This design comes from an exercise in tuning for small area, a short achievable clock period and few clock cycles on the open sky130 flow, not from production work.
At most, simulation tests tie the RTL to the original design; equivalence was not proved.
Function not checked in runs 1, 3, 4 and 6: the RTL went through the layout flow alone.
Power is estimated from default activity; no workload was simulated.

==> design.v <==
module Mult (
    input wire clk,
    input wire reset_total,
    input wire reset_local,
    input wire [31:0] operand_A_in,
    input wire [31:0] operand_B_in,
    output wire [31:0] product_Hi_out,
    output wire [31:0] product_Lo_out,
    output wire done
);
    localparam G  = 4;                 
    localparam W  = 2 * G;             
    localparam NG = (32 + W - 1) / W;  
    localparam NW = W + 33;            
    localparam NU = 64 - NW;           
    localparam NS = NW + 3;            
    reg  [NU-1:0] U;                   
    reg  [NS-1:0] S, C;                
    reg  [NG-1:0] R;                   
    reg           fin;                 
    reg           swap;                
    reg  [31:0]   M;                   
    reg  [G-1:0]  d_one, d_two, d_neg;  
    wire start = reset_local;
    wire busy  = |R;
    wire last  = ~busy & fin;
    wire [NG-1:0] TA, TB;
    assign TA[0] = |operand_A_in;
    assign TB[0] = |operand_B_in;
    genvar j, k;
    generate
        for (j = 1; j < NG; j = j + 1) begin : g_t
            wire [32-W*j:0] ha = operand_A_in[31:W*j-1];
            wire [32-W*j:0] hb = operand_B_in[31:W*j-1];
            assign TA[j] = ~(&ha | ~|ha);
            assign TB[j] = ~(&hb | ~|hb);
        end
    endgenerate
    wire [NG-1:0] T0    = TA & TB;
    wire          swap0 = |(TB & ~TA);
    wire [NG-1:0] Rn  = R >> 1;
    wire [NG-1:0] oh  = start ? (T0 & ~(T0 >> 1)) : (Rn & ~(Rn >> 1));
    wire [W*NG:0] ae  = {{(W*NG-32){operand_A_in[31]}}, operand_A_in, 1'b0};
    wire [W*NG:0] be  = {{(W*NG-32){operand_B_in[31]}}, operand_B_in, 1'b0};
    reg  [W:0]    ga, gb;
    integer i;
    always @(*) begin
        ga = {(W+1){1'b0}};
        gb = {(W+1){1'b0}};
        for (i = 0; i < NG; i = i + 1) begin
            ga = ga | ({(W+1){oh[i]}} & ae[W*i +: W+1]);
            gb = gb | ({(W+1){oh[i]}} & be[W*i +: W+1]);
        end
    end
    wire       sw  = start ? swap0 : swap;
    wire [W:0] grp = sw ? ga : gb;
    wire [G-1:0] n_one, n_two, n_neg;
    generate
        for (k = 0; k < G; k = k + 1) begin : g_dec
            wire b0 = grp[2*k], b1 = grp[2*k+1], b2 = grp[2*k+2];
            assign n_one[k] = b1 ^ b0;
            assign n_two[k] = (b2 & ~b1 & ~b0) | (~b2 & b1 & b0);
            assign n_neg[k] = b2;
        end
    endgenerate
    wire [33:0] m1 = {{2{M[31]}}, M};
    wire [33:0] m2 = {M[31], M, 1'b0};
    wire [NS-1:0] xs [0:G-1];
    reg  [W-1:0]  negbits;
    generate
        for (k = 0; k < G; k = k + 1) begin : g_pp
            wire [33:0] x = (({34{d_one[k]}} & m1) | ({34{d_two[k]}} & m2)) ^ {34{d_neg[k]}};
            wire [NS-1:0] xe = {{(NS-34){x[33]}}, x};
            assign xs[k] = xe << (2 * k);
        end
    endgenerate
    always @(*) begin
        negbits = {W{1'b0}};
        for (i = 0; i < G; i = i + 1) negbits[2*i] = d_neg[i];
    end
    wire [NS-1:0] a0 = {{3{1'b0}}, S[NW-W-1:0], negbits};
    wire [NS-1:0] a1 = {{3{1'b0}}, C[NW-W-1:0], {W{1'b0}}};
    reg  [NS-1:0] ns, nc;
    function [2*NS-1:0] csa;
        input [NS-1:0] x, y, z;
        csa = {x ^ y ^ z, ((x & y) | (x & z) | (y & z)) << 1};
    endfunction
    generate
        if (G == 4) begin : g_t4
            always @(*) begin : b_t4
                reg [NS-1:0] s1, c1, s2, c2, s3, c3;
                {s1, c1} = csa(xs[0], xs[1], xs[2]);
                {s2, c2} = csa(xs[3], a0, a1);
                {s3, c3} = csa(s1, c1, s2);
                {ns, nc} = csa(s3, c3, c2);
            end
        end else if (G == 3) begin : g_t3
            always @(*) begin : b_t3
                reg [NS-1:0] s1, c1, s2, c2;
                {s1, c1} = csa(xs[0], xs[1], xs[2]);
                {s2, c2} = csa(s1, c1, a0);
                {ns, nc} = csa(s2, c2, a1);
            end
        end else begin : g_t2
            always @(*) begin : b_t2
                reg [NS-1:0] s1, c1;
                {s1, c1} = csa(a0, a1, xs[0]);
                {ns, nc} = csa(s1, c1, xs[1]);
            end
        end
    endgenerate
    wire [2:0]    q3  = S[NS-1:NW] + C[NS-1:NW];
    wire [NU-1:0] uq0 = U + {{(NU-3){q3[2]}}, q3};
    wire [NU-1:0] uq1 = uq0 + 1'b1;
    wire [W:0]    hs  = S[NW-1:NW-W] + C[NW-1:NW-W];
    wire [NU-1:0] u_it = {(hs[W] ? uq1[NU-W-1:0] : uq0[NU-W-1:0]), hs[W-1:0]};
    wire [NW:0]   z   = S[NW-1:0] + C[NW-1:0];
    wire [NU-1:0] u_fn = z[NW] ? uq1 : uq0;
    always @(posedge clk) begin
        if (reset_total) begin
            R   <= {NG{1'b0}};
            fin <= 1'b0;
        end else if (start) begin
            R   <= T0;
            fin <= |T0;
        end else if (busy) begin
            R   <= Rn;
        end else if (fin) begin
            fin <= 1'b0;
        end
        if (start) begin
            U    <= {NU{1'b0}};
            S    <= {NS{1'b0}};
            C    <= {NS{1'b0}};
            swap <= swap0;
            M    <= swap0 ? operand_B_in : operand_A_in;
        end else if (busy) begin
            U    <= u_it;
            S    <= ns;
            C    <= nc;
        end else if (fin) begin
            U    <= u_fn;
            S    <= {3'b000, z[NW-1:0]};
            C    <= {NS{1'b0}};
        end
        if (start | busy) begin
            d_one <= n_one;
            d_two <= n_two;
            d_neg <= n_neg;
        end
    end
    assign done = ~busy & ~fin;
    wire [63:0] P = {U, S[NW-1:0]};
    assign product_Hi_out = P[63:32];
    assign product_Lo_out = P[31:0];
endmodule
==> run.sh <==
#!/bin/bash
# synth_recipe.tcl (not shown) runs the flow's synth.tcl, then flattens the netlist and writes it again
# the make line also repeats each setting of config.mk as NAME=value (left out here)
make -C /OpenROAD-flow-scripts/flow DESIGN_CONFIG=/design/flow/config.mk WORK_HOME=/design/flow/orfs CLKGATE_MAP_FILE= SYNTH_SCRIPT=/design/flow/synth_recipe.tcl finish
==> config.mk <==
export PLATFORM = sky130hd
export DESIGN_NAME = Mult
export DESIGN_NICKNAME = Mult
export VERILOG_FILES = /design/flow/design.v
export SDC_FILE = /design/flow/constraint.sdc
export NUM_CORES = 4
export LEC_CHECK = 0
export CAP_MARGIN = 20
export CORE_MARGIN = 2
export CORE_UTILIZATION = 40
export SLEW_MARGIN = 20
==> constraint.sdc <==
create_clock -name core_clock -period 4.0 [get_ports {clk}]
set_input_delay 0.8000 -clock core_clock [delete_from_list [all_inputs] [get_ports {clk}]]
set_output_delay 0.8000 -clock core_clock [all_outputs]
set_load 0.01 [all_outputs]
==> results of run 1 <==
==> synth_stat cells (all sizes together), types with 65 or more instances <==
master	number
ha	79
fa	137
a21oi	86
nor2	110
clkbuf	121
o21ai	88
dfxtp	113
xnor2	140
a22oi	129
inv	164
buf	65
nand2	97
==> where the power goes <==
group | switching, W | total [W] | internal (W) | leakage, nW
combinational | 0.00810 | 0.0152 | 0.00709 | 7.17
clock | 0.000781 | 0.00161 | 0.000832 | 0.278
sequential | 0.000558 | 0.00270 | 0.00214 | 1.38
total | 0.00944 | 0.0195 | 0.0101 | 8.82
==> worst reg2reg max path, stage by stage (launching register included) <==
cell and delay [ns]:
dfxtp_2 0.34, ha_4 0.15, fa_2 0.34, xor2_2 0.16, xnor2_2 0.24, inv_4 0.13
buf_12 0.17, ha_1 0.19, or3_4 0.40, or4_4 0.44, o21ai_4 0.08, o31ai_2 0.10
xnor2_1 0.17, buf_4 0.18, nor4_4 0.29, nand4_1 0.23, or4_1 0.44, and3_1 0.17
==> sequential cells by signal (all words and copies together), names as in the netlist <==
signal	flops
swap	1
d_two	4
U	23
d_one	4
S	43
fin	1
C	41
d_neg	4
M	32
R	4
==> layout make-up <==
type | instances | area (µm²) | share of cell area [%]
Clock buffer | 18 | 439 | 2.03
Tap cell | 585 | 732 | 3.38
Clock inverter | 14 | 123 | 0.566
Inverter | 167 | 629 | 2.91
Timing Repair Buffer | 387 | 3290 | 15.2
Sequential cell | 157 | 3590 | 16.6
Multi-Input combinational cell | 1484 | 12800 | 59.3
==> kinds of logic (layout without fill, tap and decap cells) <==
kind of cell,after synthesis,count (layout),share of synthesized area [%]
AOI/OAI and AO/OA,558,558,22.7
xor gates and xnor gates,203,203,10.2
adders and majority gates,216,216,21.3
buffers and inverters,353,586,8.70
DFF,157,157,20.5
muxes,59,59,3.62
and+or+nand+nor,448,448,13.0
==> metrics by stage <==
step	worst slack [ns]	instance area [µm²]	setup TNS (ns)	hold WS, ns	util [%]
2_1_floorplan	-0.384	17600	-1.46	0.433	-
3_3_place_gp	-0.415	20600	-4.90	0.453	47.8
3_5_place_dp	-0.500	20600	-5.95	0.466	47.8
4_1_cts	-0.257	21400	-1.78	0.489	49.5
5_1_grt	-0.433	21700	-3.52	0.503	50.2
6_report	-0.341	21700	-1.97	0.480	50.2
==> timing repair <==
item	CTS	global route
endpoints found under the setup margin	11	19
pin swaps	10	21
resized for setup	30	34
buffers inserted	7	10
==> per-layer routing <==
metal,global-route usage [%],part of all wire (%),wire length [µm],vias up
met5,0,0,0,-
met1,38.5,46,27700,8052
met3,3.32,6.3,3770,80
li1,-,-,-,7567
met2,42.1,45,27200,602
met4,8.12,2.6,1560,0
==> path summary, 6_finish.rpt <==
kind                                      endpoint          startpoint  slack [ns]  cells after the start
worst max-delay path            U[20]$_SDFFE_PP0N_  C[41]$_SDFFE_PP0N_       -0.34                     17
worst min-delay path              fin$_SDFFE_PP0P_    fin$_SDFFE_PP0P_        0.48                      2
worst max register to register  U[20]$_SDFFE_PP0N_  C[41]$_SDFFE_PP0N_       -0.34                     17
worst min register to register    fin$_SDFFE_PP0P_    fin$_SDFFE_PP0P_        0.48                      2
==> layout by cell type (no fill, tap or decap), types with 8 or more instances in the layout <==
cell type          n
clkbuf_16         17
or3_1             14
and2_1            16
a222oi_1          11
o21ai_0           77
a21o_1            24
buf_4            252
nand4_1           29
nand2_1           97
ha_1              73
nand2b_1          10
fa_1             136
mux2i_1           25
edfxtp_1          44
a21oi_1           82
a211o_1            8
nor4_1            17
a22oi_1          129
nor3_1            36
nand3_1           37
a22o_1            45
a211oi_1          29
nor2_1           106
or4_1             11
a31oi_1           18
dfxtp_1          110
inv_1            163
and4_1            11
mux2_2            34
xor2_1            59
xnor2_1          136
nor2b_1           10
clkdlybuf4s50_1  130
and3_1            14
o21a_1            10
==> summary.txt, run 1 <==
Outcome
  • Status: failed layout checks
  • Layout check failures: negative setup slack

Synthesis
  • Cell taking the most area after synthesis: fa_1
  • Number of synthesized register bits: 157
  • Cell Area, Synth: 17500 µm²
  • Async SR Flop Fraction: 0%
  • EDFF count, synth: 44
  • Register area share after synthesis: 20.5%
  • Ys Warns: 1
  • Yosys top cell area share: 15.7%
  • Post-Syn Instances: 1994
  • Avg Inst Size Synth: 8.77 µm²
  • Top FF cell, synth: dfxtp_1
  • Synthesized Nets: 2277
  • Synth top area cells: fa_1 (16%), dfxtp_1 (13%), edfxtp_1 (7.6%), xnor2_1 (7.0%), ha_1 (5.6%)
  • Unique masters post-synth: 85

Global routing
  • Total GRT Usage: 26.8%
  • First-pass GRT wire length: 93.4 mm
  • Antenna violations before repair: 0
  • Largest net degree at the start of global routing: 72
  • GR Overflow Total: 0
  • Vias in the first global route: 15900

Clock network
  • Clk Latency, worst-skew pair: 0.47 ns
  • Max Root-Sink Buffers: 2
  • Clk slew on worst S/H paths: 0.07 ns
  • Num Clock Sinks: 157
  • CTS H-Tree Depth: 4
  • Clock Tree Root: clkbuf_16
  • CTS tree: done
  • CTS Hold Buffers Added: 0
  • Total CTS buffers: 17

Setup path
  • Critical Path RT: between 4 and 5 ns
  • Endpoint class of the critical path: flop
  • Max stage delay cell, worst path: or4_4
  • Worst path cell trace: ha_4, fa_2, xor2_2, xnor2_2, inv_4, buf_12, ha_1, or3_4, or4_4, o21ai_4, o31ai_2, xnor2_1, buf_4, nor4_4, nand4_1, or4_1, and3_1
  • CP max FO: 11
  • WP buf/inv: 3
  • Worst setup SP type: flop
  • WS Path Type: flop to flop
  • Family with the most delay on the worst path: simple AND/OR/NAND/NOR gates
  • Arrival time at the worst endpoint: 4.70 ns
  • Slowest stage delay, CP: 0.44 ns

Pwr
  • PD cells: 900 nW/µm²
  • Final Total Pwr: 0.0195 W
  • IR drop worst, VDD: 0.000428 V
  • Leakage: 8.82 nW

Floorplan
  • Core Footprint: 43200 µm²
  • Num ports: 132
  • Row cnt: 76
  • Full die area: 45400 µm²
  • Die W: 213 µm
  • Starting Density: 40.5%
  • Die Ht: around 210 µm

Place
  • Port Buffers: 131
  • Post-Place Cells: 2762
  • DP HPWL: approximately 47 mm
  • GP Congestion: 1.00

Final layout
  • Non-Filler Instances: ~2800
  • Fill count: 4146
  • Share of cells above drive strength 1: 18.1%
  • Nets: 2497
  • Area Overhead vs Synth: 23.7%
  • Antenna cell count: 0

STA
  • Max Slew Vio Count: 0
  • Layout Skew: 0.0152 ns
  • Endpoints failing hold: 0
  • Least-Margin Pin Slew: between 0.9 and 1 ns
  • Final setup violation count: 8
  • Fmax: around 0.23 GHz
  • RSZ-0062 raised after global routing: true
  • Tmin final: 4.34 ns
  • Tcrit/Tclk final: 109%
  • Slew HR: 33.7%
  • Worst Slack Setup Final: -0.341 ns

Drt
  • Drt drc: 0
  • Via Count: ~16000
  • DRT Pass-1 Iters: 6
  • Ratio of routed vias to standard cells: 5.80
  • WL final: about 60 mm
  • Initial DRC count: 1561
  • DRT antenna net count: 0
  • WL/cell: 21.4 µm

Run
  • MaxCap Viol Count: 0

Min path
  • Path type of the worst min-delay path: flop to flop
==> run 2, diff against run 1 <==
--- a/design.v
+++ b/design.v
@@ -110,11 +110,31 @@
         end
     endgenerate
     wire [2:0]    q3  = S[NS-1:NW] + C[NS-1:NW];
-    wire [NU-1:0] uq0 = U + {{(NU-3){q3[2]}}, q3};
-    wire [NU-1:0] uq1 = uq0 + 1'b1;
-    wire [W:0]    hs  = S[NW-1:NW-W] + C[NW-1:NW-W];
+    wire [NU-5:0] uh  = U[NU-1:4];
+    wire [NU-5:0] uhp = uh + 1'b1;
+    wire [NU-5:0] uhm = uh - 1'b1;
+    wire [NU-1:0] cand [0:5];
+    generate
+        for (k = 0; k < 6; k = k + 1) begin : g_cand
+            wire [5:0] t = {2'b00, U[3:0]} + (k - 2);
+            assign cand[k] = {(t[5] ? uhm : t[4] ? uhp : uh), t[3:0]};
+        end
+    endgenerate
+    reg [NU-1:0] uq0, uq1;
+    always @(*) begin
+        case (q3)
+            3'b110:  begin uq0 = cand[0]; uq1 = cand[1]; end
+            3'b111:  begin uq0 = cand[1]; uq1 = cand[2]; end
+            3'b001:  begin uq0 = cand[3]; uq1 = cand[4]; end
+            3'b010:  begin uq0 = cand[4]; uq1 = cand[5]; end
+            default: begin uq0 = cand[2]; uq1 = cand[3]; end
+        endcase
+    end
+    wire [W:0]    hs;
+    ks_add #(.N(W)) u_hs (.a(S[NW-1:NW-W]), .b(C[NW-1:NW-W]), .y(hs));
     wire [NU-1:0] u_it = {(hs[W] ? uq1[NU-W-1:0] : uq0[NU-W-1:0]), hs[W-1:0]};
-    wire [NW:0]   z   = S[NW-1:0] + C[NW-1:0];
+    wire [NW:0]   z;
+    ks_add #(.N(NW)) u_z (.a(S[NW-1:0]), .b(C[NW-1:0]), .y(z));
     wire [NU-1:0] u_fn = z[NW] ? uq1 : uq0;
     always @(posedge clk) begin
         if (reset_total) begin
@@ -154,3 +174,26 @@
     assign product_Hi_out = P[63:32];
     assign product_Lo_out = P[31:0];
 endmodule
+module ks_add #(parameter N = 8) (
+    input  wire [N-1:0] a,
+    input  wire [N-1:0] b,
+    output wire [N:0]   y
+);
+    reg [N-1:0] g, p, g2, p2;
+    integer i, d;
+    always @(*) begin
+        g = a & b;
+        p = a | b;
+        for (d = 1; d < N; d = d * 2) begin
+            g2 = g;
+            p2 = p;
+            for (i = d; i < N; i = i + 1) begin
+                g2[i] = g[i] | (p[i] & g[i-d]);
+                p2[i] = p[i] & p[i-d];
+            end
+            g = g2;
+            p = p2;
+        end
+    end
+    assign y = {g[N-1], (a ^ b) ^ {g[N-2:0], 1'b0}};
+endmodule
==> summary.txt, run 2 <==
Outcome
  • Status: complete, no violations

Pwr
  • Cell Int Power: 0.00926 W (-7.9%)
  • Seq pwr share: 14.3% (+0.5 points)
  • PD cells: 830 nW/µm² (-7.8%)
  • Switching part of the total: 50.5% (+2.1 points)
  • IR drop worst, VDD: 0.000328 V (-23%)
  • Leakage: 8.92 nW (+1.1%)
  • Combinational power share: 75.6% (-2.3 points)
  • Clock power share: 10.1% (+1.8 points)
  • Switching Power: 0.00946 W (+0.21%)

STA
  • Final setup violation count: 0 (-8)
  • Tmin final: 3.83 ns (-0.508 ns)
  • Layout Skew: 0.0148 ns (-0.000356 ns)
  • Hold_ws: 0.478 ns (-0.00279 ns)
  • Tcrit/Tclk final: 95.8% (-13 points)
  • Max Slew Vio Count: 0 (unchanged)
  • RSZ-0062 raised after global routing: false
  • Least-Margin Pin Slew: 0.936 ns (-0.0585 ns)
  • Setup TNS: 0 ns (+1.97 ns)
  • Slew HR: 37.4% (+3.7 points)
  • Endpoints failing hold: 0 (unchanged)
  • Fmax: 0.261 GHz (+13%)

Floorplan
  • Num ports: 132 (unchanged)
  • Core Footprint: 48600 µm² (+13%)
  • Die W: 225 µm (+5.6%)
  • Starting Density: 40.2% (-0.32 points)
  • Full die area: 50700 µm² (+12%)
  • Die Ht: 225 µm (+5.6%)
  • Row cnt: 81 (+6.6%)

Synthesis
  • Avg Inst Size Synth: 8.40 µm² (-4.3%)
  • Ys Warns: 3 (+2)
  • Post-synth top cells: inv_1 (193), nand2_1 (148), nor2_1 (144), a22oi_1 (143), xnor2_1 (140)
  • EDFF count, synth: 44 (unchanged)
  • Number of synthesized register bits: 157 (unchanged)
  • Async SR Flop Fraction: 0% (unchanged)
  • Synth top area cells: fa_1 (14%), dfxtp_1 (12%), edfxtp_1 (6.8%), ha_1 (6.5%), xnor2_1 (6.3%)
  • Synthesized Nets: 2632 (+16%)
  • Unique masters post-synth: 94 (+11%)
  • Most common cell in the netlist: inv_1
  • Register area share after synthesis: 18.3% (-2.2 points)
  • Top FF cell, synth: dfxtp_1
  • Cell Area, Synth: 19600 µm² (+12%)
  • Post-Syn Instances: 2328 (+17%)
  • Cell taking the most area after synthesis: fa_1
  • Yosys top cell area share: 13.9% (-1.8 points)

Drt
  • Drt drc: 0 (unchanged)
  • Ratio of routed vias to standard cells: 6.15 (+6.1%)
  • DRT Pass-1 Iters: 11 (+5)
  • WL final: 73.5 mm (+22%)
  • Initial DRC count: 2023 (+30%)
  • WL/cell: 24.1 µm (+12%)
  • Via Count: 18700 (+15%)
  • DRT antenna net count: 0 (unchanged)

Final layout
  • Leading cell type in the layout, fill and taps excluded: inv_1
  • Share of cells above drive strength 1: 11.6% (-6.5 points)
  • Largest reg by FF count: S
  • Nets: 2717 (+8.8%)
  • Biggest regs: S x43, C x41, M x32
  • Commonest non-fill, non-tap cells in the layout: inv_1 (193), buf_4 (168), nand2_1 (148)
  • Area Overhead vs Synth: 15.3%
  • Max FFs per register: 43 (unchanged)
  • Antenna cell count: 0 (unchanged)
  • Fill count: 4763 (+15%)

Setup path
  • Critical Path RT: 4.33 ns (-0.03 ns)
  • R2r setup slk: 0.17 ns (+0.51 ns)
  • Max stage delay cell, worst path: or4_1
  • Worst setup SP type: flop
  • Critical R2R Launch: S[26]$_SDFFE_PP0N_
  • Crit-path most repeated cell: buf_4
  • Worst R2R Path Depth: 13 (-4)
  • WP buf/inv: 3 (unchanged)
  • RR Endpoint: U[17]$_SDFFE_PP0P_
  • Slowest stage delay, CP: 0.54 ns (+0.10 ns)
  • WS Path Type: flop to flop
  • Worst path cell trace: inv_1, ha_1, or3_1, or4_1, nor2_1, o21ai_2, a31oi_1, buf_4, o21a_2, buf_4, o211ai_1, a32oi_1, a211oi_2
  • Endpoint class of the critical path: flop
  • CP max FO: 7 (-4)
  • Arrival time at the worst endpoint: 4.16 ns (-0.54 ns)
  • Family with the most delay on the worst path: compound AO/OA/AOI/OAI gates

Place
  • GP Congestion: 0.991 (-0.98%)
  • Port Buffers: 131 (unchanged)
  • DP HPWL: 56.5 mm (+19%)

Run
  • MaxCap Viol Count: 0 (unchanged)

Clock network
  • Max Root-Sink Buffers: 2 (unchanged)
  • Clk slew on worst S/H paths: 0.07 ns (about the same)
  • CTS H-Tree Depth: 4 (unchanged)
  • Num Clock Sinks: 157 (unchanged)
  • Total CTS buffers: 17 (unchanged)
  • Clock Tree Root: clkbuf_16
  • CTS tree: done
  • CTS Hold Buffers Added: 0 (unchanged)
  • Clk Latency, worst-skew pair: 0.47 ns (about the same)

Global routing
  • Antenna violations before repair: 1 (+1)
  • First-pass GRT wire length: 114 mm (+22%)
  • Largest net degree at the start of global routing: 80 (+11%)
  • GR Overflow Total: 0 (unchanged)
  • Vias in the first global route: 18600 (+17%)
  • Total GRT Usage: 29.3% (+2.5 points)

Min path
  • Hold Path Depth: 2 (unchanged)
  • Path type of the worst min-delay path: flop to flop
  • Hold Path Origin: S[41]$_SDFFE_PP0N_
  • Endpoint, Worst Hold: S[41]$_SDFFE_PP0N_
==> run 2: layout make-up <==
type                       count  area (µm²)  area share (%)
tap                          622         778            3.45
clock inverter                15         230            1.02
timing repair buffer         301        2620            11.6
sequential                   157        3590            15.9
inverter                     195         732            3.25
clock buffer                  17         425            1.89
multi-input combinational   1741       14200            62.9
==> run 2: worst min-delay path: stages, from the launching register on <==
cell     delay, ns
dfxtp_1       0.34
nand2_1       0.05
o21ai_0       0.06
==> run 2: timing repair <==
action | CTS | global route
setup buffers | 0 | 1
resized for setup | 0 | 4
setup endpoints to repair | 0 | 6
==> run 2: stage by stage <==
| stage | utilization, % | worst slack, ns | cells | power, W | instance area [µm²] |
|---|---|---|---|---|---|
| after global routing | 46.4 | 0.00808 | 3048 | 0.0202 | 22600 |
| after floorplan | - | 0.664 | 2328 | 0.0115 | 19600 |
| after global placement | 45.0 | 0.0782 | 3015 | 0.0165 | 21900 |
| final | 46.4 | 0.167 | 3048 | 0.0187 | 22600 |
| after detailed placement | 45.0 | 0.0340 | 3015 | 0.0166 | 21900 |
| after CTS | 46.3 | 0.136 | 3047 | 0.0186 | 22500 |
==> run 2: power groups by stage <==
stage	combinational (W)	clock, W	sequential (W)
CTS	0.0140	0.00192	0.00267
global placement	0.0138	0	0.00269
global route	0.0154	0.00197	0.00275
floorplan	0.00903	0	0.00246
finish	0.0141	0.00188	0.00269
detailed placement	0.0139	0	0.00270
==> run 2: worst max-delay path by stage <==
stage | startpoint | endpoint | slack, ns | cells past startpoint
2_1_floorplan | d_neg[3]$_DFFE_PP_ | S[38]$_SDFFE_PP0N_ | 0.66 | 9
5_1_grt | S[25]$_SDFFE_PP0N_ | U[3]$_SDFFE_PP0N_ | 0.008 | 14
3_3_place_gp | operand_B_in[28] | d_two[2]$_DFFE_PP_ | 0.08 | 12
3_5_place_dp | operand_B_in[28] | d_two[2]$_DFFE_PP_ | 0.03 | 12
6_report | S[26]$_SDFFE_PP0N_ | U[17]$_SDFFE_PP0P_ | 0.17 | 13
4_1_cts | M[31]$_DFFE_PP_ | S[36]$_SDFFE_PP0N_ | 0.14 | 9
==> run 2: kinds of logic (layout without fill, tap and decap cells) <==
group	Yosys count	after routing	share of synthesized area, %
buffers and inverters	430	528	9.40
AND/OR/NAND/NOR	535	535	13.3
adder cells (fa/ha/maj)	237	237	20.4
flip-flops	157	157	18.3
AO/OA/AOI/OAI	676	676	24.6
multiplexers	81	81	4.38
XOR/XNOR	212	212	9.64
==> run 2: per-layer routing <==
layer / wire, µm / global-route usage (%)
met1: 33100 / 42.0
met2: 33200 / 45.6
met3: 5280 / 4.22
met4: 1850 / 8.50
met5: 59 / 0
Testbench counts of run 2, summed over its fixed seeds: cycles 11,993.
==> run 3, diff against run 2 <==
--- a/design.v
+++ b/design.v
@@ -63,6 +63,8 @@
             assign n_neg[k] = b2;
         end
     endgenerate
+    localparam [63:0] KC64 = 64'd0 - ((((64'd1 << (2 * G)) + 64'd8) / 64'd3) << 33);
+    localparam [NS-1:0] KC = KC64[NS-1:0];
     wire [33:0] m1 = {{2{M[31]}}, M};
     wire [33:0] m2 = {M[31], M, 1'b0};
     wire [NS-1:0] xs [0:G-1];
@@ -70,8 +72,12 @@
     generate
         for (k = 0; k < G; k = k + 1) begin : g_pp
             wire [33:0] x = (({34{d_one[k]}} & m1) | ({34{d_two[k]}} & m2)) ^ {34{d_neg[k]}};
-            wire [NS-1:0] xe = {{(NS-34){x[33]}}, x};
-            assign xs[k] = xe << (2 * k);
+            if (k == 0) begin : g_first
+                assign xs[k] = KC | {{(NS-36){1'b0}}, ~x[33], x[33], x[33], x[32:0]};
+            end else begin : g_rest
+                wire [NS-1:0] xe = {{(NS-34){1'b0}}, ~x[33], x[32:0]};
+                assign xs[k] = xe << (2 * k);
+            end
         end
     endgenerate
     always @(*) begin
==> summary.txt, run 3 <==
Outcome
  • Status: complete, no violations

Drt
  • DRT Pass-1 Iters: 6 (-5)
  • DRT antenna net count: 0 (unchanged)
  • Initial DRC count: 1837 (-9.2%)
  • M1 WL: 31.9 mm (-3.7%)
  • WL met2: 35.0 mm (+5.5%)
  • Via Count: 18700 (+0.037%)
  • WL final: 75.0 mm (+2.1%)
  • Ratio of routed vias to standard cells: 6.11 (-0.65%)
  • WL/cell: 24.4 µm (+1.4%)
  • Routed wl met3: 5.05 mm (-4.5%)
  • Drt drc: 0 (unchanged)
  • DR top layer: met4

Pwr
  • IR drop worst, VDD: 0.000336 V (+2.4%)
  • Leakage: 8.69 nW (-2.6%)
  • PD cells: 771 nW/µm² (-7.1%)

Synthesis
  • Synthesized Nets: 2655 (+0.87%)
  • Async SR Flop Fraction: 0% (unchanged)
  • EDFF count, synth: 44 (unchanged)
  • Synth top area cells: fa_1 (13%), dfxtp_1 (12%), xnor2_1 (7.2%), edfxtp_1 (6.8%), ha_1 (6.6%)
  • Register area share after synthesis: 18.3% (about the same)
  • Post-Syn Instances: 2359 (+1.3%)
  • Cell Area, Synth: 19500 µm² (-0.47%)
  • Unique masters post-synth: 89 (-5.3%)
  • Post-synth top cells: inv_1 (182), nor2_1 (166), xnor2_1 (159), a21oi_1 (156), a22oi_1 (152)
  • Avg Inst Size Synth: 8.25 µm² (-1.8%)
  • Number of synthesized register bits: 156 (-0.64%)
  • Yosys top cell area share: 13.1% (-0.86 points)
  • Top FF cell, synth: dfxtp_1
  • Cell taking the most area after synthesis: fa_1
  • Most common cell in the netlist: inv_1
  • Ys Warns: 3 (unchanged)

Final layout
  • Fill count: 4716 (-0.99%)
  • Antenna cell count: 0 (unchanged)
  • Leading cell type in the layout, fill and taps excluded: inv_1
  • Share of cells above drive strength 1: 10.9% (-0.70 points)
  • Area Overhead vs Synth: 15.6%
  • Biggest regs: S x43, C x40, M x32
  • Fin area: 22500 µm² (-0.24%)
  • Commonest non-fill, non-tap cells in the layout: inv_1 (182), nor2_1 (164), xnor2_1 (159)
  • Largest reg by FF count: S
  • Max FFs per register: 43 (unchanged)
  • Nets: 2738 (+0.77%)

Min path
  • Path type of the worst min-delay path: flop to flop
  • Hold Path Depth: 2 (unchanged)
  • Endpoint, Worst Hold: S[0]$_SDFFE_PP0P_
  • Hold Path Origin: S[0]$_SDFFE_PP0P_

STA
  • RSZ-0062 raised after global routing: false
  • Least-Margin Pin Slew: 0.929 ns (-0.00698 ns)
  • Worst Slack Setup Final: 0.297 ns (+0.131 ns)
  • Tcrit/Tclk final: 92.6% (-3.3 points)
  • Layout Skew: 0.0156 ns (+0.000770 ns)
  • Fmax: 0.270 GHz (+3.5%)
  • Tmin final: 3.70 ns (-0.131 ns)
  • Slew HR: 38.1% (+0.70 points)
  • Final setup violation count: 0 (unchanged)
  • Endpoints failing hold: 0 (unchanged)
  • Max Slew Vio Count: 0 (unchanged)
  • Setup TNS: 0 ns (unchanged)

Setup path
  • R2r setup slk: 0.30 ns (+0.13 ns)
  • CP max FO: 9 (+2)
  • Critical R2R Launch: C[41]$_SDFFE_PP0N_
  • Arrival time at the worst endpoint: 4.09 ns (-0.07 ns)
  • Worst setup SP type: flop
  • Critical Path RT: 4.38 ns (+0.05 ns)
  • Worst R2R Path Depth: 15 (+2)
  • WS Path Type: flop to flop
  • RR Endpoint: U[19]$_SDFFE_PP0P_
  • Endpoint class of the critical path: flop

Global routing
  • GR Overflow Total: 0 (unchanged)
  • Vias in the first global route: 18600 (+0.25%)
  • First-pass GRT wire length: 114 mm (about the same)
  • Total GRT Usage: 29.7% (+0.41 points)
  • Antenna violations before repair: 0 (-1)
  • Largest net degree at the start of global routing: 85 (+6.3%)

Place
  • GP Congestion: 0.960 (-3.1%)
  • DP HPWL: 57.9 mm (+2.5%)
  • Port Buffers: 131 (unchanged)
  • Area after DPL: 21900 µm² (about the same)
  • Place WS: 0.0823 ns (+0.0483 ns)

Clock network
  • Post-CTS Setup Repair Bufs: 0 (unchanged)
  • CTS Hold Buffers Added: 0 (unchanged)
  • Clk Latency, worst-skew pair: 0.47 ns (about the same)
  • Max Root-Sink Buffers: 2 (unchanged)
  • Post-CTS Resized: 0 (unchanged)
  • Clock Tree Root: clkbuf_16
  • CTS H-Tree Depth: 4 (unchanged)
  • Num Clock Sinks: 156 (-0.64%)
  • CTS tree: done
  • Clk slew on worst S/H paths: 0.07 ns (about the same)
  • Total CTS buffers: 17 (unchanged)

Floorplan
  • Core Footprint: 47800 µm² (-1.6%)
  • Full die area: 50400 µm² (-0.47%)
  • Num ports: 132 (unchanged)
  • Die Ht: 225 µm (-0.23%)
  • Die W: 225 µm (-0.23%)
  • Row cnt: 80 (-1.2%)
  • Starting Density: 40.7% (+0.48 points)

Run
  • MaxCap Viol Count: 0 (unchanged)
==> run 3: cell types whose count changed after synthesis, moves of 7 or more <==
cell / before / now
nand2_1: 148 / 132
a222oi_1: 19 / 8
xnor2_1: 140 / 159
o221ai_1: 14 / 5
a22oi_1: 143 / 152
or4_1: 12 / 5
nor2_1: 144 / 166
fa_1: 136 / 127
a211oi_1: 34 / 51
inv_1: 193 / 182
a21oi_1: 119 / 156
nor2b_1: 12 / 24
==> run 3: cells by family (layout without fill, tap and decap cells) <==
logic type      Yosys count  in the layout  synth area share (%)
simple gates            539            539                  13.4
mux                      79             79                  4.31
flops                   156            156                  18.3
fa+ha+maj               231            231                  19.7
xor+xnor                227            227                  10.2
compound gates          707            707                  24.9
buf+inv                 420            515                  9.19
==> run 3: worst max-delay path by stage <==
stage | endpoint | slack, ns | start
after floorplan | d_two[0]$_DFFE_PP_ | 0.78 | operand_B_in[25]
after global placement | d_two[0]$_DFFE_PP_ | 0.003 | operand_B_in[16]
after detailed placement | d_two[1]$_DFFE_PP_ | 0.08 | operand_A_in[15]
after CTS | U[16]$_SDFFE_PP0P_ | 0.21 | C[41]$_SDFFE_PP0N_
after global routing | U[19]$_SDFFE_PP0P_ | 0.08 | C[41]$_SDFFE_PP0N_
final | U[19]$_SDFFE_PP0P_ | 0.30 | C[41]$_SDFFE_PP0N_
==> run 3: through the flow <==
| stage | util, % | hold WS (ns) | instances | total power [W] |
|---|---|---|---|---|
| after floorplan | - | 0.429 | 2359 | 0.0108 |
| after global placement | 45.7 | 0.446 | 3037 | 0.0152 |
| after detailed placement | 45.7 | 0.451 | 3038 | 0.0154 |
| after CTS | 47.0 | 0.480 | 3069 | 0.0172 |
| after global routing | 47.0 | 0.504 | 3069 | 0.0187 |
| final | 47.0 | 0.481 | 3069 | 0.0173 |
==> run 3: layout make-up <==
class | instances | area [µm²] | share of cell area [%]
clock buffer | 22 | 497 | 2.21
clock inverter | 9 | 106 | 0.473
inverter | 185 | 694 | 3.09
multi-input combinational | 1783 | 14200 | 62.9
sequential | 156 | 3570 | 15.9
tap | 615 | 769 | 3.42
timing repair buffer | 299 | 2710 | 12.0
==> run 3: metal layers <==
metal / up-vias / global-route usage [%]
li1: 8562 / -
met1: 9222 / 39.2
met2: 824 / 48.5
met3: 141 / 4.26
met4: 0 / 12.7
met5: - / 0
==> run 3: worst max-delay path, cell delays in order (launching register included) <==
cell and delay (ns):
dfxtp_1 0.33, ha_1 0.21, fa_1 0.69, nor2b_1 0.36, buf_4 0.25, nand2_1 0.08, buf_4 0.21, o21ai_0 0.37
buf_4 0.24, a21oi_1 0.07, a21oi_1 0.14, a221o_1 0.12, nor2_1 0.04, a21oi_1 0.14, a211oi_1 0.13, a211oi_2 0.24
==> run 3: where the power goes <==
part	switching (W)	internal [W]	leakage, nW	total [W]
clock	0.000725	0.00101	0.297	0.00173
combinational	0.00736	0.00552	7.02	0.0129
sequential	0.000653	0.00209	1.37	0.00274
==> run 4, diff against run 3 <==
--- a/design.v
+++ b/design.v
@@ -17,13 +17,11 @@
     reg  [NU-1:0] U;                   
     reg  [NS-1:0] S, C;                
     reg  [NG-1:0] R;                   
-    reg           fin;                 
     reg           swap;                
     reg  [31:0]   M;                   
     reg  [G-1:0]  d_one, d_two, d_neg;  
     wire start = reset_local;
     wire busy  = |R;
-    wire last  = ~busy & fin;
     wire [NG-1:0] TA, TB;
     assign TA[0] = |operand_A_in;
     assign TB[0] = |operand_B_in;
@@ -145,14 +143,10 @@
     always @(posedge clk) begin
         if (reset_total) begin
             R   <= {NG{1'b0}};
-            fin <= 1'b0;
         end else if (start) begin
             R   <= T0;
-            fin <= |T0;
         end else if (busy) begin
             R   <= Rn;
-        end else if (fin) begin
-            fin <= 1'b0;
         end
         if (start) begin
             U    <= {NU{1'b0}};
@@ -164,10 +158,6 @@
             U    <= u_it;
             S    <= ns;
             C    <= nc;
-        end else if (fin) begin
-            U    <= u_fn;
-            S    <= {3'b000, z[NW-1:0]};
-            C    <= {NS{1'b0}};
         end
         if (start | busy) begin
             d_one <= n_one;
@@ -175,8 +165,8 @@
             d_neg <= n_neg;
         end
     end
-    assign done = ~busy & ~fin;
-    wire [63:0] P = {U, S[NW-1:0]};
+    assign done = ~busy;
+    wire [63:0] P = {u_fn, z[NW-1:0]};
     assign product_Hi_out = P[63:32];
     assign product_Lo_out = P[31:0];
 endmodule
==> summary.txt, run 4 <==
Outcome
  • Status: failed layout checks
  • Layout check failures: negative setup slack

STA
  • Max Slew Vio Count: 0 (unchanged)
  • Setup TNS: -1.98 ns (-1.98 ns)
  • Endpoints failing hold: 0 (unchanged)
  • Least-Margin Pin Slew: 0.931 ns (+0.00218 ns)
  • Worst Slack Setup Final: -0.254 ns (-0.551 ns)
  • Layout Skew: 0.00768 ns (-0.00789 ns)
  • RSZ-0062 raised after global routing: true
  • Final setup violation count: 17 (+17)
  • Tcrit/Tclk final: 106% (+14 points)
  • Tmin final: 4.25 ns (+0.551 ns)
  • Fmax: 0.235 GHz (-13%)
  • Slew HR: 37.9% (-0.15 points)

Setup path
  • Worst R2R Path Depth: 13 (-2)
  • RR Endpoint: U[15]$_SDFFE_PP0N_
  • Worst setup SP type: flop
  • Arrival time at the worst endpoint: 3.45 ns (-0.64 ns)
  • CP max FO: 3 (-6)
  • Worst setup startpoint: C[4]$_SDFFE_PP0N_
  • Critical Path RT: 3.20 ns (-1.18 ns)
  • Endpoint class of the critical path: output port
  • WS Path Type: flop to output port
  • Critical R2R Launch: S[33]$_SDFFE_PP0N_
  • R2r setup slk: 0.31 ns (about the same)

Synthesis
  • Yosys top cell area share: 13.3% (+0.28 points)
  • Ys Warns: 3 (unchanged)
  • Number of synthesized register bits: 155 (-0.64%)
  • Register area share after synthesis: 18.6% (+0.28 points)
  • Post-Syn Instances: 2409 (+2.1%)
  • Post-synth top cells: nand2_1 (322), inv_1 (236), a21oi_1 (193), xor2_1 (141)
  • Most common cell in the netlist: nand2_1
  • Unique masters post-synth: 105 (+18%)
  • Synth top area cells: fa_1 (13%), dfxtp_1 (12%), edfxtp_1 (6.9%), ha_1 (6.7%), xor2_1 (6.5%)
  • Cell taking the most area after synthesis: fa_1
  • Top FF cell, synth: dfxtp_1
  • Synthesized Nets: 2705 (+1.9%)
  • Avg Inst Size Synth: 7.91 µm² (-4.1%)
  • Async SR Flop Fraction: 0% (unchanged)
  • Cell Area, Synth: 19100 µm² (-2.1%)
  • EDFF count, synth: 44 (unchanged)

Global routing
  • First-pass GRT wire length: 114 mm (about the same)
  • Vias in the first global route: 20200 (+8.7%)
  • Largest net degree at the start of global routing: 132 (+55%)
  • Total GRT Usage: 29.3% (-0.34 points)
  • Antenna violations before repair: 0 (unchanged)
  • GR Overflow Total: 0 (unchanged)

Clock network
  • CTS tree: done
  • Clock Tree Root: clkbuf_16
  • Total CTS buffers: 17 (unchanged)
  • Num Clock Sinks: 155 (-0.64%)
  • Clk slew on worst S/H paths: 0.07 ns (about the same)
  • Clk Latency, worst-skew pair: 0.47 ns (about the same)
  • Max Root-Sink Buffers: 2 (unchanged)
  • CTS H-Tree Depth: 4 (unchanged)

Drt
  • Via Count: 20100 (+7.4%)
  • DRT antenna net count: 0 (unchanged)
  • Ratio of routed vias to standard cells: 5.76 (-5.8%)
  • DRT Pass-1 Iters: 8 (+2)
  • Drt drc: 0 (unchanged)
  • WL final: 73.9 mm (-1.5%)
  • Initial DRC count: 1924 (+4.7%)
  • WL/cell: 21.1 µm (-14%)

Floorplan
  • Row cnt: 79 (-1.3%)
  • Core Footprint: 46800 µm² (-2.3%)
  • Die W: 222 µm (-1.0%)
  • Num ports: 132 (unchanged)
  • Die Ht: 222 µm (-1.0%)
  • Starting Density: 40.8% (+0.086 points)
  • Full die area: 49400 µm² (-2.0%)

Min path
  • Endpoint, Worst Hold: C[8]$_SDFFE_PP0N_
  • Hold Path Origin: C[8]$_SDFFE_PP0N_
  • Path type of the worst min-delay path: flop to flop
  • Hold Path Depth: 2 (unchanged)

Final layout
  • Antenna cell count: 0 (unchanged)
  • Fill count: 4198 (-11%)
  • Area Overhead vs Synth: 38.6%
  • Share of cells above drive strength 1: 31.7% (+21 points)
  • Largest reg by FF count: S
  • Fin area: 26400 µm² (+17%)
  • Commonest non-fill, non-tap cells in the layout: buf_4 (469), nand2_1 (313), inv_1 (209)
  • Biggest regs: S x43, C x40, M x32
  • Max FFs per register: 43 (unchanged)
  • Leading cell type in the layout, fill and taps excluded: buf_4
  • Nets: 3173 (+16%)

Run
  • MaxCap Viol Count: 0 (unchanged)

Place
  • Port Buffers: 131 (unchanged)
  • Area after DPL: 23700 µm² (+8.3%)
  • GP Congestion: 1.02 (+6.0%)
  • DP HPWL: 55.2 mm (-4.6%)

Pwr
  • Leakage: 11.3 nW (+31%)
  • IR drop worst, VDD: 0.000402 V (+20%)
  • PD cells: 711 nW/µm² (-7.8%)
  • Final Total Pwr: 0.0188 W (+8.4%)
run 4: final cells by class:
type / instances / area [µm²] / share of cell area, %
clock inverter: 11 / 110 / 0.417
clock buffer: 21 / 472 / 1.78
timing repair buffer: 642 / 5310 / 20.1
sequential: 155 / 3590 / 13.6
multi-input combinational: 1821 / 15300 / 57.8
inverter: 240 / 906 / 3.43
tap: 607 / 759 / 2.87
run 4: through the flow:
step | util, % | instances | hold slack, ns | setup slack, ns
2_1_floorplan | - | 2409 | 0.436 | 0.241
3_3_place_gp | 50.7 | 3385 | 0.444 | -0.363
3_5_place_dp | 50.7 | 3385 | 0.456 | -0.451
4_1_cts | 54.8 | 3469 | 0.466 | -0.268
5_1_grt | 56.5 | 3497 | 0.488 | -0.418
6_report | 56.5 | 3497 | 0.465 | -0.254
run 4: routing by layer:
layer,part of all wire [%],wire [µm],vias to the layer above,global-route usage (%)
li1,-,-,9273,-
met1,42,30800,9757,37.7
met2,47,34800,903,49.1
met3,6.4,4700,195,3.36
met4,4.8,3570,0,14.0
met5,0,0,-,0
run 4: logic make-up after synthesis:
kind of cell / share of synthesized area (%)
simple gates: 17.0
compound gates: 22.3
buf+inv: 9.00
fa+ha+maj: 20.1
xor+xnor: 10.5
flops: 18.6
mux: 2.65
run 4: how the worst max path moves through the flow:
stage / endpoint / slack (ns)
floorplan: product_Hi_out[22] / 0.24
finish: product_Hi_out[7] / -0.25
CTS: product_Hi_out[5] / -0.27
global route: product_Hi_out[7] / -0.42
detailed placement: product_Hi_out[6] / -0.45
global placement: product_Hi_out[8] / -0.36
run 4: critical path, cell delays in order, from the launching register on:
cell	delay, ns
dfxtp_2	0.33
inv_2	0.07
ha_4	0.13
and3b_2	0.21
o21ai_2	0.18
a2111o_1	0.22
nand3_2	0.14
a211o_4	0.41
buf_6	0.13
a31oi_4	0.21
o31ai_4	0.08
buf_4	0.15
a221oi_4	0.28
nor4b_2	0.09
a211oi_2	0.19
buf_2	0.15
run 4: where the power goes:
part	total (W)	internal, W	switching (W)
logic	0.0146	0.00653	0.00809
clock network	0.00165	0.000916	0.000734
registers	0.00252	0.00207	0.000454
total	0.0188	0.00952	0.00928
run 4: timing repair:
item / CTS / global route
gates cloned: 1 / 1
resized for setup: 410 / 167
setup endpoints to repair: 50 / 45
pin swaps: 80 / 96
setup buffers: 54 / 37
hold buffers: 0 / 0
==> run 5, diff against run 4 <==
--- a/design.v
+++ b/design.v
@@ -137,8 +137,14 @@
     wire [W:0]    hs;
     ks_add #(.N(W)) u_hs (.a(S[NW-1:NW-W]), .b(C[NW-1:NW-W]), .y(hs));
     wire [NU-1:0] u_it = {(hs[W] ? uq1[NU-W-1:0] : uq0[NU-W-1:0]), hs[W-1:0]};
-    wire [NW:0]   z;
-    ks_add #(.N(NW)) u_z (.a(S[NW-1:0]), .b(C[NW-1:0]), .y(z));
+    localparam NL = NW / 2;
+    localparam NH = NW - NL;
+    wire [NL:0]   zl;
+    wire [NH:0]   zh0, zh1;
+    ks_add #(.N(NL)) u_zl (.a(S[NL-1:0]), .b(C[NL-1:0]), .y(zl));
+    ks_add #(.N(NH)) u_zh0 (.a(S[NW-1:NL]), .b(C[NW-1:NL]), .y(zh0));
+    ks_add1 #(.N(NH)) u_zh1 (.a(S[NW-1:NL]), .b(C[NW-1:NL]), .y(zh1));
+    wire [NW:0]   z = {(zl[NL] ? zh1 : zh0), zl[NL-1:0]};
     wire [NU-1:0] u_fn = z[NW] ? uq1 : uq0;
     always @(posedge clk) begin
         if (reset_total) begin
@@ -193,3 +199,26 @@
     end
     assign y = {g[N-1], (a ^ b) ^ {g[N-2:0], 1'b0}};
 endmodule
+module ks_add1 #(parameter N = 8) (
+    input  wire [N-1:0] a,
+    input  wire [N-1:0] b,
+    output wire [N:0]   y
+);
+    reg [N-1:0] g, p, g2, p2;
+    integer i, d;
+    always @(*) begin
+        g = (a & b) | {{(N-1){1'b0}}, a[0] | b[0]};
+        p = a | b;
+        for (d = 1; d < N; d = d * 2) begin
+            g2 = g;
+            p2 = p;
+            for (i = d; i < N; i = i + 1) begin
+                g2[i] = g[i] | (p[i] & g[i-d]);
+                p2[i] = p[i] & p[i-d];
+            end
+            g = g2;
+            p = p2;
+        end
+    end
+    assign y = {g[N-1], (a ^ b) ^ {g[N-2:0], 1'b1}};
+endmodule
--- a/config.mk
+++ b/config.mk
@@ -5,6 +5,7 @@
 export SDC_FILE = /design/flow/constraint.sdc
 export NUM_CORES = 4
 export LEC_CHECK = 0
+export ABC_AREA = 1
 export CAP_MARGIN = 20
 export CORE_MARGIN = 2
 export CORE_UTILIZATION = 40
==> summary.txt, run 5 <==
Pwr
  • PD cells: 836 nW/µm² (+18%)
  • Clock power share: 9.7% (+0.9 points)
  • Switching Power: 0.00995 W (+7.2%)
  • Combinational power share: 76.9% (-0.9 points)
  • Switching part of the total: 52.6% (+3.2 points)
  • Seq pwr share: 13.4% (about the same)
  • IR drop worst, VDD: 0.000396 V (-1.6%)
  • Final Total Pwr: 0.0189 W (+0.63%)
  • Leakage: 10.7 nW (-6.1%)
  • Cell Int Power: 0.00896 W (-5.8%)

Synthesis
  • Synthesized Nets: 3055 (+13%)
  • Number of synthesized register bits: 155 (unchanged)
  • Cell taking the most area after synthesis: fa_1
  • Unique masters post-synth: 60 (-43%)
  • Post-synth top cells: nand2_1 (580), inv_1 (401), nor2_1 (221), o21ai_0 (188), xor2_1 (188)
  • Most common cell in the netlist: nand2_1
  • Synth top area cells: fa_1 (13%), dfxtp_1 (12%), nand2_1 (11%), xor2_1 (8.6%), inv_1 (7.8%)
  • Cell Area, Synth: 19300 µm² (+1.0%)
  • Top FF cell, synth: dfxtp_1
  • Avg Inst Size Synth: 6.98 µm² (-12%)
  • Ys Warns: 5 (+2)
  • Post-Syn Instances: 2759 (+15%)
  • Yosys top cell area share: 13.2% (-0.13 points)
  • EDFF count, synth: 44 (unchanged)
  • Register area share after synthesis: 18.4% (-0.18 points)
  • Async SR Flop Fraction: 0% (unchanged)

STA
  • Tcrit/Tclk final: 97.9% (-8.4 points)
  • Worst Slack Setup Final: 0.0828 ns (+0.337 ns)
  • Least-Margin Pin Slew: 0.677 ns (-0.254 ns)
  • Layout Skew: 0.0173 ns (+0.00967 ns)
  • Slew HR: 54.8% (+17 points)
  • Final setup violation count: 0 (-17)
  • RSZ-0062 raised after global routing: true
  • Endpoints failing hold: 0 (unchanged)
  • Max Slew Vio Count: 0 (unchanged)
  • Fmax: 0.255 GHz (+8.6%)
  • Tmin final: 3.92 ns (-0.337 ns)

Setup path
  • R2r setup slk: 0.61 ns (+0.30 ns)
  • Worst setup SP type: flop
  • Worst path cell trace: ha_1, ha_1, nand3_1, nand2_2, a21oi_4, inv_2, nand2_1, nand2_4, nand2_8, nand2_8, nand2_2, nand4_2, nand2_4, buf_12, buf_6, o211ai_1, nand2_1, dlygate4sd2_1
  • Slowest stage delay, CP: 0.31 ns (-0.10 ns)
  • Endpoint class of the critical path: output port
  • Family with the most delay on the worst path: simple AND/OR/NAND/NOR gates
  • WP buf/inv: 4 (unchanged)
  • Critical Path RT: 3.20 ns (about the same)
  • Max stage delay cell, worst path: dfxtp_1
  • WS Path Type: flop to output port
  • Arrival time at the worst endpoint: 3.12 ns (-0.33 ns)
  • CP max FO: 11 (+8)

Floorplan
  • Starting Density: 40.4% (-0.36 points)
  • Row cnt: 80 (+1.3%)
  • Full die area: 49900 µm² (+0.98%)
  • Die W: 223 µm (+0.49%)
  • Core Footprint: 47600 µm² (+1.9%)
  • Num ports: 132 (unchanged)
  • Die Ht: 223 µm (+0.49%)

Drt
  • Initial DRC count: 1582 (-18%)
  • Ratio of routed vias to standard cells: 5.50 (-4.5%)
  • Drt drc: 0 (unchanged)
  • DRT antenna net count: 0 (unchanged)
  • DRT Pass-1 Iters: 5 (-3)
  • WL/cell: 19.5 µm (-7.5%)
  • WL final: 68.8 mm (-6.9%)
  • Via Count: 19300 (-3.9%)

Final layout
  • Nets: 3187 (+0.44%)
  • Leading cell type in the layout, fill and taps excluded: nand2_1
  • Fill count: 4852 (+16%)
  • Commonest non-fill, non-tap cells in the layout: nand2_1 (579), inv_1 (397), nor2_1 (213)
  • Max FFs per register: 43 (unchanged)
  • Biggest regs: S x43, C x40, M x32
  • Area Overhead vs Synth: 17.5%
  • Share of cells above drive strength 1: 10.8% (-21 points)
  • Non-Filler Instances: 3520 (+0.66%)
  • Largest reg by FF count: S

Global routing
  • First-pass GRT wire length: 107 mm (-5.9%)
  • GR Overflow Total: 0 (unchanged)
  • Grt met1 use: 35.8% (-1.9 points)
  • Met2 usage: 47.2% (-1.9 points)
  • Total GRT Usage: 27.7% (-1.7 points)
  • Vias in the first global route: 19000 (-6.2%)
  • M3 GR Usage: 3.67% (+0.32 points)
  • Antenna violations before repair: 1 (+1)
  • Largest net degree at the start of global routing: 105 (-20%)
  • Grt peak-use layer: met2

Place
  • GP Congestion: 0.994 (-2.3%)
  • Place WS: 0.0919 ns (+0.543 ns)
  • DP HPWL: 53.8 mm (-2.6%)
  • Port Buffers: 131 (unchanged)
  • Post-Place Cells: 3462 (+2.3%)

Clock network
  • Clk slew on worst S/H paths: 0.07 ns (about the same)
  • CTS tree: done
  • Num Clock Sinks: 155 (unchanged)
  • CTS H-Tree Depth: 4 (unchanged)
  • CTS Hold Buffers Added: 0 (unchanged)
  • Max Root-Sink Buffers: 2 (unchanged)
  • Clk Latency, worst-skew pair: 0.47 ns (about the same)
  • Clock Tree Root: clkbuf_16
  • Total CTS buffers: 17 (unchanged)

Outcome
  • Status: complete, no violations

Min path
  • Path type of the worst min-delay path: flop to flop

Run
  • MaxCap Viol Count: 0 (unchanged)
## run 5: changes by cell type in the layout (fill, tap and decap cells not counted), moves of 29 or more
cell,previous run,this run
nor2_1,118,213
nand2_1,313,579
a22oi_1,130,7
xnor2_1,75,9
inv_1,209,397
xor2_1,133,185
dfxtp_1,76,108
nand3_1,42,120
o21ai_0,55,178
dfxtp_2,32,3
buf_4,469,87
o22ai_1,17,141
a21oi_1,172,101
## run 5: stage by stage
stage / instance area [µm²] / hold slack (ns) / setup TNS [ns] / util [%]
after floorplan: 19300 / 0.432 / 0 / -
after global placement: 21400 / 0.444 / 0 / 44.9
after detailed placement: 21400 / 0.476 / 0 / 44.9
after CTS: 22300 / 0.494 / -0.190 / 46.8
after global routing: 22600 / 0.518 / -0.926 / 47.5
final: 22600 / 0.491 / 0 / 47.5
## run 5: final cells by class
type	count	area [µm²]	area share, %
Multi-Input combinational cell	2042	13700	60.6
Timing Repair Buffer	237	2240	9.92
Antenna cell	1	2.50	0.0111
Inverter	438	1700	7.49
Clock inverter	9	128	0.564
Tap cell	615	769	3.40
Sequential cell	155	3550	15.7
Clock buffer	23	531	2.35
## run 5: path summary, 6_finish.rpt
check        cells past startpoint                from                 end
max                             18   C[2]$_SDFFE_PP0N_  product_Hi_out[29]
min                              2  S[41]$_SDFFE_PP0N_  S[41]$_SDFFE_PP0N_
max reg2reg                     10  d_one[2]$_DFFE_PP_  S[21]$_SDFFE_PP0N_
min reg2reg                      2  S[41]$_SDFFE_PP0N_  S[41]$_SDFFE_PP0N_
## run 5: cell families after synthesis
kind of cell / share of synthesized area, %
AO/OA/AOI/OAI: 16.3
XOR/XNOR: 9.23
adder cells (fa/ha/maj): 19.8
buffers and inverters: 11.8
flip-flops: 18.4
multiplexers: 0.877
AND/OR/NAND/NOR: 23.5
## run 5: power groups by stage
stage          Sequential, W  Combinational (W)  Clock [W]
6_report             0.00253             0.0146    0.00183
5_1_grt              0.00258             0.0163    0.00192
4_1_cts              0.00252             0.0142    0.00186
3_5_place_dp         0.00256             0.0140          0
3_3_place_gp         0.00253             0.0140          0
2_1_floorplan        0.00230            0.00914          0
## run 5: routing by layer
layer  part of all wire (%)  up-vias
li1                       -     9169
met1                     42     9194
met5                      0        -
met4                    3.8        0
met2                     48      839
met3                    6.4      147
## run 5: worst min-delay path: stages (launching register included)
cell and delay [ns]:
dfxtp_1 0.34, nand2_1 0.06, o21ai_0 0.06
## run 5: timing repair
action | CTS | global route
cloned | 2 | 1
pin swaps | 9 | 14
resized for setup | 82 | 78
setup buffers | 8 | 14
endpoints found under the setup margin | 36 | 38
Testbench counts of run 5, summed over its fixed seeds: cycles 9,022.
==> run 6, diff against run 5 <==
--- a/design.v
+++ b/design.v
@@ -15,10 +15,10 @@
     localparam NU = 64 - NW;           
     localparam NS = NW + 3;            
     reg  [NU-1:0] U;                   
-    reg  [NS-1:0] S, C;                
+    reg  [NW-1:0] S, C;                
+    reg  [2:0]    q;                   
     reg  [NG-1:0] R;                   
     reg           swap;                
-    reg  [31:0]   M;                   
     reg  [G-1:0]  d_one, d_two, d_neg;  
     wire start = reset_local;
     wire busy  = |R;
@@ -63,6 +63,7 @@
     endgenerate
     localparam [63:0] KC64 = 64'd0 - ((((64'd1 << (2 * G)) + 64'd8) / 64'd3) << 33);
     localparam [NS-1:0] KC = KC64[NS-1:0];
+    wire [31:0] M  = swap ? operand_B_in : operand_A_in;  
     wire [33:0] m1 = {{2{M[31]}}, M};
     wire [33:0] m2 = {M[31], M, 1'b0};
     wire [NS-1:0] xs [0:G-1];
@@ -84,6 +85,8 @@
     end
     wire [NS-1:0] a0 = {{3{1'b0}}, S[NW-W-1:0], negbits};
     wire [NS-1:0] a1 = {{3{1'b0}}, C[NW-W-1:0], {W{1'b0}}};
+    wire [2:0]    nq;                  
+    assign        nq = ns[NS-1:NW] + nc[NS-1:NW];
     reg  [NS-1:0] ns, nc;
     function [2*NS-1:0] csa;
         input [NS-1:0] x, y, z;
@@ -113,27 +116,13 @@
             end
         end
     endgenerate
-    wire [2:0]    q3  = S[NS-1:NW] + C[NS-1:NW];
     wire [NU-5:0] uh  = U[NU-1:4];
     wire [NU-5:0] uhp = uh + 1'b1;
     wire [NU-5:0] uhm = uh - 1'b1;
-    wire [NU-1:0] cand [0:5];
-    generate
-        for (k = 0; k < 6; k = k + 1) begin : g_cand
-            wire [5:0] t = {2'b00, U[3:0]} + (k - 2);
-            assign cand[k] = {(t[5] ? uhm : t[4] ? uhp : uh), t[3:0]};
-        end
-    endgenerate
-    reg [NU-1:0] uq0, uq1;
-    always @(*) begin
-        case (q3)
-            3'b110:  begin uq0 = cand[0]; uq1 = cand[1]; end
-            3'b111:  begin uq0 = cand[1]; uq1 = cand[2]; end
-            3'b001:  begin uq0 = cand[3]; uq1 = cand[4]; end
-            3'b010:  begin uq0 = cand[4]; uq1 = cand[5]; end
-            default: begin uq0 = cand[2]; uq1 = cand[3]; end
-        endcase
-    end
+    wire [5:0]    t0  = {2'b00, U[3:0]} + {{3{q[2]}}, q};
+    wire [5:0]    t1  = {2'b00, U[3:0]} + {{3{q[2]}}, q} + 6'd1;
+    wire [NU-1:0] uq0 = {(t0[5] ? uhm : t0[4] ? uhp : uh), t0[3:0]};
+    wire [NU-1:0] uq1 = {(t1[5] ? uhm : t1[4] ? uhp : uh), t1[3:0]};
     wire [W:0]    hs;
     ks_add #(.N(W)) u_hs (.a(S[NW-1:NW-W]), .b(C[NW-1:NW-W]), .y(hs));
     wire [NU-1:0] u_it = {(hs[W] ? uq1[NU-W-1:0] : uq0[NU-W-1:0]), hs[W-1:0]};
@@ -156,14 +145,15 @@
         end
         if (start) begin
             U    <= {NU{1'b0}};
-            S    <= {NS{1'b0}};
-            C    <= {NS{1'b0}};
+            S    <= {NW{1'b0}};
+            C    <= {NW{1'b0}};
+            q    <= 3'd0;
             swap <= swap0;
-            M    <= swap0 ? operand_B_in : operand_A_in;
         end else if (busy) begin
             U    <= u_it;
-            S    <= ns;
-            C    <= nc;
+            S    <= ns[NW-1:0];
+            C    <= nc[NW-1:0];
+            q    <= nq;
         end
         if (start | busy) begin
             d_one <= n_one;
==> summary.txt, run 6 <==
Outcome
  • Status: complete, no violations

Drt
  • DRT Pass-1 Iters: 5 (unchanged)
  • Ratio of routed vias to standard cells: 5.17 (-5.9%)
  • Initial DRC count: 1045 (-34%)
  • WL/cell: 17.8 µm (-8.7%)
  • M1 WL: 24.6 mm (-15%)
  • DRT antenna net count: 0 (unchanged)
  • Via Count: 16400 (-15%)
  • WL final: 56.7 mm (-18%)
  • Routed wl met3: 2.34 mm (-47%)
  • WL met2: 28.5 mm (-13%)
  • Drt drc: 0 (unchanged)
  • DR top layer: met4

Synthesis
  • Number of synthesized register bits: 121 (-22%)
  • Async SR Flop Fraction: 0% (unchanged)
  • EDFF count, synth: 12 (-73%)
  • Unique masters post-synth: 59 (-1.7%)
  • Yosys top cell area share: 15.1% (+1.9 points)
  • Post-synth top cells: inv_1 (448), nand2_1 (391), nor2_1 (199), xor2_1 (196), a21oi_1 (155)
  • Ys Warns: 5 (unchanged)
  • Post-Syn Instances: 2423 (-12%)
  • Cell Area, Synth: 16800 µm² (-13%)
  • Top FF cell, synth: dfxtp_1
  • Avg Inst Size Synth: 6.93 µm² (-0.69%)
  • Most common cell in the netlist: inv_1
  • Synth top area cells: fa_1 (15%), dfxtp_1 (13%), xor2_1 (10%), inv_1 (10%), nand2_1 (8.7%)
  • Cell taking the most area after synthesis: fa_1
  • Synthesized Nets: 2719 (-11%)
  • Register area share after synthesis: 15.1% (-3.3 points)

Run
  • MaxCap Viol Count: 0 (unchanged)

Global routing
  • Largest net degree at the start of global routing: 109 (+3.8%)
  • First-pass GRT wire length: 90.6 mm (-16%)
  • GR Overflow Total: 0 (unchanged)
  • Antenna violations before repair: 0 (-1)
  • Vias in the first global route: 16700 (-12%)
  • Total GRT Usage: 26.2% (-1.4 points)

Setup path
  • WP buf/inv: 6 (+2)
  • Family with the most delay on the worst path: simple AND/OR/NAND/NOR gates
  • Endpoint class of the critical path: output port
  • Worst setup SP type: flop
  • Slowest stage delay, CP: 0.41 ns (+0.10 ns)
  • Critical Path RT: 3.20 ns (about the same)
  • R2r setup slk: 0.32 ns (-0.29 ns)
  • WS Path Type: flop to output port
  • Worst path cell trace: ha_4, inv_2, fa_2, xnor2_2, inv_2, nor3_4, nand2_1, o21ai_2, nand2_2, buf_6, inv_6, buf_4, nand2_1, nand2_2, nand2_1, nand2_2, buf_2
  • CP max FO: 6 (-5)
  • Max stage delay cell, worst path: fa_2
  • RR Endpoint: S[36]$_SDFFE_PP0N_
  • Worst R2R Path Depth: 11 (+1)
  • Arrival time at the worst endpoint: 3.10 ns (-0.02 ns)
  • Critical R2R Launch: swap$_DFF_P_

Final layout
  • Layout Utilization: 49.0% (+1.5 points)
  • Leading cell type in the layout, fill and taps excluded: inv_1
  • Nets: 2926 (-8.2%)
  • Commonest non-fill, non-tap cells in the layout: inv_1 (440), nand2_1 (378), nor2_1 (199)
  • Fill count: 4238 (-13%)
  • Largest reg by FF count: S
  • Area Overhead vs Synth: 21.6%
  • Max FFs per register: 41 (-4.7%)
  • Antenna cell count: 0 (-1)
  • Share of cells above drive strength 1: 12.3% (+1.5 points)
  • Biggest regs: S x41, C x38, U x23

Place
  • Place WS: -0.0815 ns (-0.173 ns)
  • GP Congestion: 0.980 (-1.5%)
  • DP HPWL: 45.6 mm (-15%)
  • Port Buffers: 131 (unchanged)

Clock network
  • Clk slew on worst S/H paths: 0.06 ns (about the same)
  • CTS H-Tree Depth: 4 (unchanged)
  • CTS tree: done
  • Total CTS buffers: 17 (unchanged)
  • Max Root-Sink Buffers: 2 (unchanged)
  • Clock Tree Root: clkbuf_16
  • Clk Latency, worst-skew pair: 0.44 ns (-0.03 ns)
  • Num Clock Sinks: 121 (-22%)

STA
  • Tcrit/Tclk final: 97.5% (-0.44 points)
  • Worst Slack Setup Final: 0.100 ns (+0.0174 ns)
  • Tmin final: 3.90 ns (-0.0174 ns)
  • Setup TNS: 0 ns (unchanged)
  • Layout Skew: 0.0124 ns (-0.00491 ns)
  • Max Slew Vio Count: 0 (unchanged)
  • Slew HR: 31.4% (-23 points)
  • Least-Margin Pin Slew: 1.03 ns (+0.351 ns)
  • Endpoints failing hold: 0 (unchanged)
  • Hold_ws: 0.484 ns (-0.00717 ns)
  • Final setup violation count: 0 (unchanged)
  • Fmax: 0.256 GHz (+0.45%)

Pwr
  • IR drop worst, VDD: 0.000344 V (-13%)
  • Leakage: 10.2 nW (-4.1%)
  • PD cells: 882 nW/µm² (+5.5%)

Floorplan
  • Die W: 209 µm (-6.5%)
  • Die Ht: 209 µm (-6.5%)
  • Row cnt: 75 (-6.3%)
  • Core Footprint: 41700 µm² (-13%)
  • Full die area: 43600 µm² (-13%)
  • Starting Density: 40.3% (-0.11 points)
  • Num ports: 132 (unchanged)

Min path
  • Hold Path Origin: C[39]$_SDFFE_PP0N_
  • Hold Path Depth: 2 (unchanged)
  • Path type of the worst min-delay path: flop to flop
  • Endpoint, Worst Hold: C[39]$_SDFFE_PP0N_
## run 6: cell count changes in the layout (fill, tap and decap cells not counted), sizes merged, moves of 10 or more
cell     before  now
nand2       609  415
mux2         15    0
buf         106  168
inv         430  461
o211ai       20   32
nor2        238  209
o21ai       223  180
nand4        37   24
o22ai       141  131
a21oi       107  160
nand3       133   89
o2111ai      11    0
edfxtp       44   12
## run 6: metal layers
metal	up-vias	track usage, %
met3	78	2.24
li1	8141	-
met4	0	7.00
met5	-	0
met1	7748	33.3
met2	480	47.7
## run 6: what timing repair did
item	in CTS	in global routing
endpoints found under the setup margin	39	40
gates cloned	3	0
pin swaps	4	24
endpoints found under the hold margin	0	0
buffers inserted	11	12
hold buffers	0	0
resized for setup	67	89
## run 6: cell families (layout without fill, tap and decap cells)
logic type / after synthesis / count (layout) / share of synthesized area, %
buffers and inverters: 569 / 787 / 13.4
adder cells (fa/ha/maj): 229 / 229 / 22.7
multiplexers: 1 / 1 / 0.0596
AND/OR/NAND/NOR: 764 / 765 / 19.5
AO/OA/AOI/OAI: 526 / 526 / 17.9
XOR/XNOR: 213 / 213 / 11.2
flip-flops: 121 / 121 / 15.1
## run 6: power by group
part | leakage [nW] | internal, W | switching, W | total [W]
clock | 0.280 | 0.000920 | 0.000594 | 0.00151
combinational | 8.90 | 0.00593 | 0.00846 | 0.0144
sequential | 1.04 | 0.00173 | 0.000373 | 0.00210
## run 6: final cells by class
type | count | area (µm²) | share of cell area (%)
timing repair inverter | 1 | 8.76 | 0.0429
clock inverter | 10 | 101 | 0.497
timing repair buffer | 293 | 2660 | 13.0
tap | 539 | 674 | 3.30
sequential | 121 | 2550 | 12.5
inverter | 462 | 1750 | 8.57
multi-input combinational | 1734 | 12200 | 59.9
clock buffer | 21 | 450 | 2.21
## run 6: worst reg2reg max path: stages (launching register included)
cell and delay (ns):
dfxtp_2 0.65, buf_12 0.25, o21ai_1 0.11, buf_4 0.17
o22ai_1 0.18, xor2_1 0.32, fa_1 0.51, fa_1 0.55
inv_1 0.05, fa_1 0.46, o21ai_0 0.22, a21oi_1 0.06
## run 6: metrics by stage
step / cell area (µm²) / std cells / total power, W
after CTS: 20200 / 3169 / 0.0177
after global placement: 19400 / 3123 / 0.0158
final: 20400 / 3181 / 0.0180
after floorplan: 16800 / 2423 / 0.0112
after global routing: 20400 / 3181 / 0.0201
after detailed placement: 19400 / 3124 / 0.0161
## run 6: how the worst max path moves through the flow
stage                            from                  to  slack (ns)  cells after the start
CTS                 q[0]$_SDFFE_PP0N_  product_Hi_out[28]       -0.16                     12
detailed placement   operand_A_in[31]  S[36]$_SDFFE_PP0N_       -0.08                     13
global placement     operand_B_in[27]  C[34]$_SDFFE_PP0N_       -0.04                     13
floorplan            operand_A_in[31]  S[35]$_SDFFE_PP0N_        0.41                     12
finish              q[0]$_SDFFE_PP0N_  product_Hi_out[16]        0.10                     17
global route        q[0]$_SDFFE_PP0N_  product_Hi_out[30]       -0.05                     15

[re-timing with driven ports]
Ports are ideal in the flow. The routed layouts listed here were re-timed in OpenROAD.
Step 1 sets driving cells, clkbuf_16 on the clock port and buf_2 on the other inputs (assumed; they add their load-dependent delay and slew).
Step 2 also shifts input and output timing later by t, the mid clock arrival at the registers, as if the neighbouring blocks saw the same clock.
a / b / c = ideal ports / drivers / drivers and shift; a / b = the first two.
run	shift t [ns]	setup WS [ns]	worst data-port slew with drivers (ns)
run 1	0.518	-0.341 / -0.341 / -0.341	0.04
run 2	0.516	0.167 / 0.167 / -0.054	0.05
run 3	0.516	0.297 / 0.297 / 0.084	0.05
run 4	0.523	-0.254 / -0.315 / -0.126	0.05
run 5	0.516	0.083 / 0.026 / 0.467	0.04
run 6	0.490	0.100 / 0.049 / -0.179	0.05
With both steps, setup timing fails in run 2 and run 6, where it was met with ideal ports. The setup slack of run 6, which loses most, moves by -0.051 ns with the drivers and by -0.279 ns with both steps.
